Context: an optimization exercise on an open-source flow, tuned for small area, a short achievable clock period and few clock cycles per item. The choices shown serve that exercise and are no tape-out recipe.
RTL that was checked went through simulation tests only; none was proved equivalent to the original.
No driver is modelled on the clock port, so clock power and skew are understated where the tree is cut down; a real chip needs a root buffer or a tree.
No activity file was given, so power comes from the tool's default toggle rates.

// functions
module functions(input clk,
                 input rst,
                 input [7:0] a,
                 input [7:0] b,
                 input start,
                 output wire [9:0] out,
                 output wire busy
                );
==> flow/config.mk <==
export PLATFORM = sky130hd
export DESIGN_NAME = functions
export DESIGN_NICKNAME = functions
export VERILOG_FILES = /design/flow/design.v
export SDC_FILE = /design/flow/constraint.sdc
export NUM_CORES = 4
export LEC_CHECK = 0
export CAP_MARGIN = 20
export CORE_AREA = 4 4 66 66
export DIE_AREA = 0 0 70 70
export SETUP_SLACK_MARGIN = 3.2
export SLEW_MARGIN = 20
export TNS_END_PERCENT = 10
==> flow/constraint.sdc <==
create_clock -name core_clock -period 5.5 [get_ports {clk}]
set_input_delay 1.1000 -clock core_clock [delete_from_list [all_inputs] [get_ports {clk}]]
set_output_delay 1.1000 -clock core_clock [all_outputs]
set_load 0.01 [all_outputs]
standard.sh (not shown) runs the stock make flow with config.mk's settings and CLKGATE_MAP_FILE= SYNTH_SCRIPT=/design/flow/synth_recipe.tcl, a recipe that flattens the netlist after the stock synthesis.
==> flow/flow/run.sh <==
#!/bin/bash
# The standard layout (standard.sh), with three changes:
#  - synthesis maps the logic with its own delay-driven ABC script
#    (flow/abc.script) and leaves adders to ABC instead of ORFS's
#    full/half-adder cells;
#  - the port buffers are the smallest buffer instead of the resizer's
#    default pick (a slow delay buffer);
#  - the clock tree is one buffer (flow/post_cts.tcl).
set -euo pipefail
here=$(pwd)
cat flow/abc_wrap.tcl synth_recipe.tcl > own_synth.tcl
export MY_ABC_SCRIPT=$here/flow/abc.script
export MY_ABC_D=1500
bash standard.sh SYNTH_SCRIPT=$here/own_synth.tcl ADDER_MAP_FILE= \
  BUFFER_PORTS_ARGS="-buffer_cell sky130_fd_sc_hd__buf_1" \
  CTS_ARGS="-sink_clustering_enable -repair_clock_nets -dont_use_dummy_load -buf_list sky130_fd_sc_hd__clkbuf_4 -root_buf sky130_fd_sc_hd__clkbuf_4" \
  POST_CTS_TCL=$here/flow/post_cts.tcl \
  finish > orfs_flow.log 2>&1
==> flow/flow/abc.script <==
strash
dch
map -D 1500
topo
stime -c
buffer -c
upsize -c -D 1500
dnsize -c -D 1500
==> flow/flow/abc_wrap.tcl <==
# Runs Yosys's abc with this flow's own ABC script (flow/abc.script) and
# delay target in place of ORFS's; everything else in the synthesis is
# the standard script, which this file is put in front of.
proc abc {args} {
  set i [lsearch -exact $args -script]
  if {$i >= 0} { set args [lreplace $args $i [expr {$i + 1}] -script $::env(MY_ABC_SCRIPT)] }
  set i [lsearch -exact $args -D]
  if {$i >= 0} { set args [lreplace $args $i [expr {$i + 1}]] }
  lappend args -D $::env(MY_ABC_D)
  puts "abc (own script): $args"
  yosys abc {*}$args
}
Other scripts of this flow, unchanged in this note and not shown: flow/flow/post_cts.tcl
The starting point passed the timing, DRC and antenna checks.
Then changed:
--- a/flow/flow/run.sh
+++ b/flow/flow/run.sh
@@ -11,5 +11,5 @@
 cat flow/abc_wrap.tcl synth_recipe.tcl > own_synth.tcl
 export MY_ABC_SCRIPT=$here/flow/abc.script
-export MY_ABC_D=1500
+export MY_ABC_D=1000
 bash standard.sh SYNTH_SCRIPT=$here/own_synth.tcl ADDER_MAP_FILE= \
   BUFFER_PORTS_ARGS="-buffer_cell sky130_fd_sc_hd__buf_1" \
==> flow/flow/abc.script (replaced) <==
strash
dch
map -D 1000
topo
stime -c
buffer -c
upsize -c -D 1000
dnsize -c -D 1000
--- a/flow/config.mk
+++ b/flow/config.mk
@@ -9,5 +9,3 @@
 export CORE_AREA = 4 4 66 66
 export DIE_AREA = 0 0 70 70
-export SETUP_SLACK_MARGIN = 3.2
 export SLEW_MARGIN = 20
-export TNS_END_PERCENT = 10
What happened:
- worst setup slack is better by 0.066 ns
- design area is lower by a few percent
- synthesized area is higher by roughly a tenth
Function was not checked in any run of this note: the RTL went through the layout flow alone.

* * *

The RTL this note starts from:
==> flow/design.v <==
`timescale 1ns / 1ps
module adder #(parameter J = 5)
             (input wire [7:0] A,
              input wire [6:1] T,
              output wire [J+1:0] S
             );
    wire [2:0] r = {T[4], (T[2] & ~T[4]) | T[6],
                    (T[1] & ~T[2]) | (T[3] & ~T[4]) | (T[5] & ~T[6])};
    assign S = A[J-1:0] + A[J:1] + r;
endmodule
`timescale 1ns / 1ps
`timescale 1ns / 1ps
module cbrt(input [7:0] a,
            output [6:1] t
            );
    assign t[1] = |a;                                               
    assign t[2] = |a[7:3];                                          
    assign t[3] = |a[7:5] | (a[4] & a[3] & (a[2] | (a[1] & a[0])));  
    assign t[4] = a[7] | a[6];                                      
    assign t[5] = a[7] | (&a[6:2] & (a[1] | a[0]));                 
    assign t[6] = a[7] & a[6] & (a[5] | (a[4] & a[3]));             
endmodule
`timescale 1ns / 1ps
module functions(input clk,
                 input rst,
                 input [7:0] a,
                 input [7:0] b,
                 input start,
                 output wire [9:0] out,
                 output wire busy
                );
    localparam J = 5;
    wire [6:1] t;
    cbrt root(.a(b), .t(t));
    wire [J+1:0] lo;
    adder #(.J(J)) sum(.A(a), .T(t), .S(lo));
    reg       a0_q;
    reg [J-1:0] lo_q;
    reg [1:0] c_q;
    reg [7:J] ahi_q;
    always @(posedge clk)
        if (rst) begin
            a0_q  <= 1'b0;
            lo_q  <= 0;
            c_q   <= 2'd0;
            ahi_q <= 0;
        end else if (start) begin
            a0_q  <= a[0];
            lo_q  <= lo[J-1:0];
            c_q   <= lo[J+1:J];
            ahi_q <= a[7:J];
        end
    wire [8-J:0] hi = ahi_q + ahi_q[7:J+1] + c_q;
    assign out  = {hi, lo_q, a0_q};
    assign busy = 1'b0;
endmodule
Settings: LEC_CHECK=0, CAP_MARGIN=20, CORE_AREA=4 4 66 66, DIE_AREA=0 0 70 70, SETUP_SLACK_MARGIN=3.2, SLEW_MARGIN=20, TNS_END_PERCENT=10; clock period 5.5 ns.
==> flow/flow/run.sh <==
#!/bin/bash
# The standard layout (standard.sh), with three changes:
#  - synthesis maps the logic with its own delay-driven ABC script
#    (flow/abc.script) and leaves adders to ABC instead of ORFS's
#    full/half-adder cells;
#  - the port buffers are the smallest buffer instead of the resizer's
#    default pick (a slow delay buffer);
#  - the clock tree is one buffer (flow/post_cts.tcl).
set -euo pipefail
here=$(pwd)
cat flow/abc_wrap.tcl synth_recipe.tcl > own_synth.tcl
export MY_ABC_SCRIPT=$here/flow/abc.script
export MY_ABC_D=1100
bash standard.sh SYNTH_SCRIPT=$here/own_synth.tcl ADDER_MAP_FILE= \
  BUFFER_PORTS_ARGS="-buffer_cell sky130_fd_sc_hd__buf_1" \
  CTS_ARGS="-sink_clustering_enable -repair_clock_nets -dont_use_dummy_load -buf_list sky130_fd_sc_hd__clkbuf_4 -root_buf sky130_fd_sc_hd__clkbuf_4" \
  POST_CTS_TCL=$here/flow/post_cts.tcl \
  finish > orfs_flow.log 2>&1
==> flow/flow/abc.script <==
strash
dch
map -D 1100
topo
stime -c
buffer -c
upsize -c -D 1100
dnsize -c -D 1100
==> flow/flow/post_cts.tcl <==
# After CTS: the clock tree TritonCTS builds for this small design is a root
# buffer feeding two leaf buffers. Drive every clock sink from the root
# buffer instead and remove the leaf buffers, so the clock port feeds one
# buffer and that buffer feeds all the flip-flops.
set block [ord::get_db_block]
set clk_port_net [$block findNet clk]
set root ""
foreach it [$clk_port_net getITerms] {
  if {[$it isInputSignal] || [[$it getMTerm] getIoType] eq "INPUT"} {
    set root [$it getInst]
  }
}
if {$root eq ""} { error "post_cts: no buffer on the clock port" }
set root_out ""
foreach it [$root getITerms] {
  if {[[$it getMTerm] getIoType] eq "OUTPUT"} { set root_out [$it getNet] }
}
puts "post_cts: root buffer [$root getName] drives [$root_out getName]"
set leaves {}
foreach it [$root_out getITerms] {
  set inst [$it getInst]
  if {$inst eq $root} { continue }
  if {[string match "*clkbuf*" [[$inst getMaster] getName]]} { lappend leaves $inst }
}
foreach leaf $leaves {
  set out ""
  foreach it [$leaf getITerms] {
    if {[[$it getMTerm] getIoType] eq "OUTPUT"} { set out [$it getNet] }
  }
  set sinks {}
  foreach it [$out getITerms] {
    if {[$it getInst] ne $leaf} { lappend sinks $it }
  }
  foreach it $sinks {
    $it disconnect
    $it connect $root_out
  }
  puts "post_cts: removed [$leaf getName], [llength $sinks] sinks moved to [$root_out getName]"
  odb::dbInst_destroy $leaf
  odb::dbNet_destroy $out
}
Scripts as last shown in full above: flow/flow/abc_wrap.tcl
Testbench counts at the start, summed over its fixed seeds: cycles 800, items 800.
==> next run, changes <==
==> flow/flow/run.sh (replaced) <==
#!/bin/bash
# The standard layout (standard.sh), with two changes:
#  - synthesis maps the logic with its own delay-driven ABC script
#    (flow/abc.script) and leaves adders to ABC instead of ORFS's
#    full/half-adder cells;
#  - the port buffers are the smallest buffer instead of the resizer's
#    default pick (a slow delay buffer).
set -euo pipefail
here=$(pwd)
cat flow/abc_wrap.tcl synth_recipe.tcl > own_synth.tcl
export MY_ABC_SCRIPT=$here/flow/abc.script
export MY_ABC_D=1000
bash standard.sh SYNTH_SCRIPT=$here/own_synth.tcl ADDER_MAP_FILE= \
  BUFFER_PORTS_ARGS="-buffer_cell sky130_fd_sc_hd__buf_1" finish > orfs_flow.log 2>&1
==> flow/flow/abc.script (replaced) <==
strash
dch
map -D 1000
topo
stime -c
buffer -c
upsize -c -D 1000
dnsize -c -D 1000
--- a/flow/config.mk
+++ b/flow/config.mk
@@ -9,5 +9,3 @@
 export CORE_AREA = 4 4 66 66
 export DIE_AREA = 0 0 70 70
-export SETUP_SLACK_MARGIN = 3.2
 export SLEW_MARGIN = 20
-export TNS_END_PERCENT = 10
removed: flow/flow/post_cts.tcl
=> Global-route usage falls by 1.8 points. Power rises by 15%. Worst setup slack loses 68 ps. Via count falls by 6.4%. Register-to-register slack gains 40 ps. Clock skew does not change. Area after synthesis falls by about 5.6%. Non-clock buffer count falls by 3. Cell area falls by about 5%.
==> next run, changes <==
==> flow/flow/run.sh (replaced) <==
#!/bin/bash
# The standard layout (standard.sh), with three changes:
#  - synthesis maps the logic with its own delay-driven ABC script
#    (flow/abc.script) and leaves adders to ABC instead of ORFS's
#    full/half-adder cells;
#  - the port buffers are the smallest buffer instead of the resizer's
#    default pick (a slow delay buffer);
#  - the clock tree is one buffer (flow/post_cts.tcl).
set -euo pipefail
here=$(pwd)
cat flow/abc_wrap.tcl synth_recipe.tcl > own_synth.tcl
export MY_ABC_SCRIPT=$here/flow/abc.script
export MY_ABC_D=1000
bash standard.sh SYNTH_SCRIPT=$here/own_synth.tcl ADDER_MAP_FILE= \
  BUFFER_PORTS_ARGS="-buffer_cell sky130_fd_sc_hd__buf_1" \
  CTS_ARGS="-sink_clustering_enable -repair_clock_nets -dont_use_dummy_load -buf_list sky130_fd_sc_hd__clkbuf_4 -root_buf sky130_fd_sc_hd__clkbuf_4" \
  POST_CTS_TCL=$here/flow/post_cts.tcl \
  finish > orfs_flow.log 2>&1
==> flow/flow/abc.script (replaced) <==
strash
dch
map -D 1000
strash
dch
map -D 1000
topo
stime -c
buffer -c
upsize -c -D 1000
dnsize -c -D 1000
==> flow/flow/post_cts.tcl (new file) <==
# After CTS: the clock tree TritonCTS builds for this small design is a root
# buffer feeding two leaf buffers. Drive every clock sink from the root
# buffer instead and remove the leaf buffers, so the clock port feeds one
# buffer and that buffer feeds all the flip-flops.
set block [ord::get_db_block]
set clk_port_net [$block findNet clk]
set root ""
foreach it [$clk_port_net getITerms] {
  if {[$it isInputSignal] || [[$it getMTerm] getIoType] eq "INPUT"} {
    set root [$it getInst]
  }
}
if {$root eq ""} { error "post_cts: no buffer on the clock port" }
set root_out ""
foreach it [$root getITerms] {
  if {[[$it getMTerm] getIoType] eq "OUTPUT"} { set root_out [$it getNet] }
}
puts "post_cts: root buffer [$root getName] drives [$root_out getName]"
set leaves {}
foreach it [$root_out getITerms] {
  set inst [$it getInst]
  if {$inst eq $root} { continue }
  if {[string match "*clkbuf*" [[$inst getMaster] getName]]} { lappend leaves $inst }
}
foreach leaf $leaves {
  set out ""
  foreach it [$leaf getITerms] {
    if {[[$it getMTerm] getIoType] eq "OUTPUT"} { set out [$it getNet] }
  }
  set sinks {}
  foreach it [$out getITerms] {
    if {[$it getInst] ne $leaf} { lappend sinks $it }
  }
  foreach it $sinks {
    $it disconnect
    $it connect $root_out
  }
  puts "post_cts: removed [$leaf getName], [llength $sinks] sinks moved to [$root_out getName]"
  odb::dbInst_destroy $leaf
  odb::dbNet_destroy $out
}
--- a/flow/config.mk
+++ b/flow/config.mk
@@ -9,3 +9,5 @@
 export CORE_AREA = 4 4 66 66
 export DIE_AREA = 0 0 70 70
+export SETUP_SLACK_MARGIN = 3.2
 export SLEW_MARGIN = 20
+export TNS_END_PERCENT = 10
Effect: Global-route usage rose by 0.95 points. Non-clock buffer count rose by 5. Fmax rose by 6.5%. Critical path depth stays the same. Wire length rose by 2.6%. Final area rose by 6.8%. Worst setup slack improved by 150 ps. Area after synthesis rose by 7.6%.

static timing again, ports no longer ideal:
The flow's constraints put no driver on any port. The routed layouts listed below were extracted and timed again, unchanged, in two steps.
Step 1 sets driving cells, clkbuf_16 on the clock port and buf_2 on the other inputs (assumed; they add their load-dependent delay and slew).
Step 2 moves the port delays by t, midway between the first and last clock arrival at a register: inputs arrive t later, outputs are due t later. That takes back most of the time a late clock gives input paths.
Three values: ideal, step 1, step 2; two values: the first two.
| run | shift t [ns] | setup WS [ns] | worst hold slack (ns) | clock arrival spread, ns | worst slew at a driven data input, ns |
|---|---|---|---|---|---|
| the first run of note 1 | 0.185 | 3.118 / 3.087 / 2.901 | 0.501 / 0.501 / 0.501 | 0.000 / 0.001 | 0.06 |
| the second run of note 1 | 0.189 | 3.184 / 3.184 / 2.995 | 0.501 / 0.501 / 0.501 | 0.000 / 0.000 | 0.03 |
| the first run of note 2 | 0.193 | 3.058 / 3.037 / 2.898 | 0.507 / 0.507 / 0.507 | 0.000 / 0.000 | 0.03 |
| the second run of note 2 | 0.254 | 2.990 / 2.969 / 2.941 | 0.487 / 0.487 / 0.487 | 0.001 / 0.001 | 0.03 |
| the third run of note 2 | 0.185 | 3.144 / 3.125 / 2.964 | 0.532 / 0.532 / 0.532 | 0.001 / 0.000 | 0.03 |
After both steps every run listed still meets setup and hold. The setup slack of the first run of note 1, which loses most, moves by -0.031 ns with the drivers and by -0.217 ns with both steps.
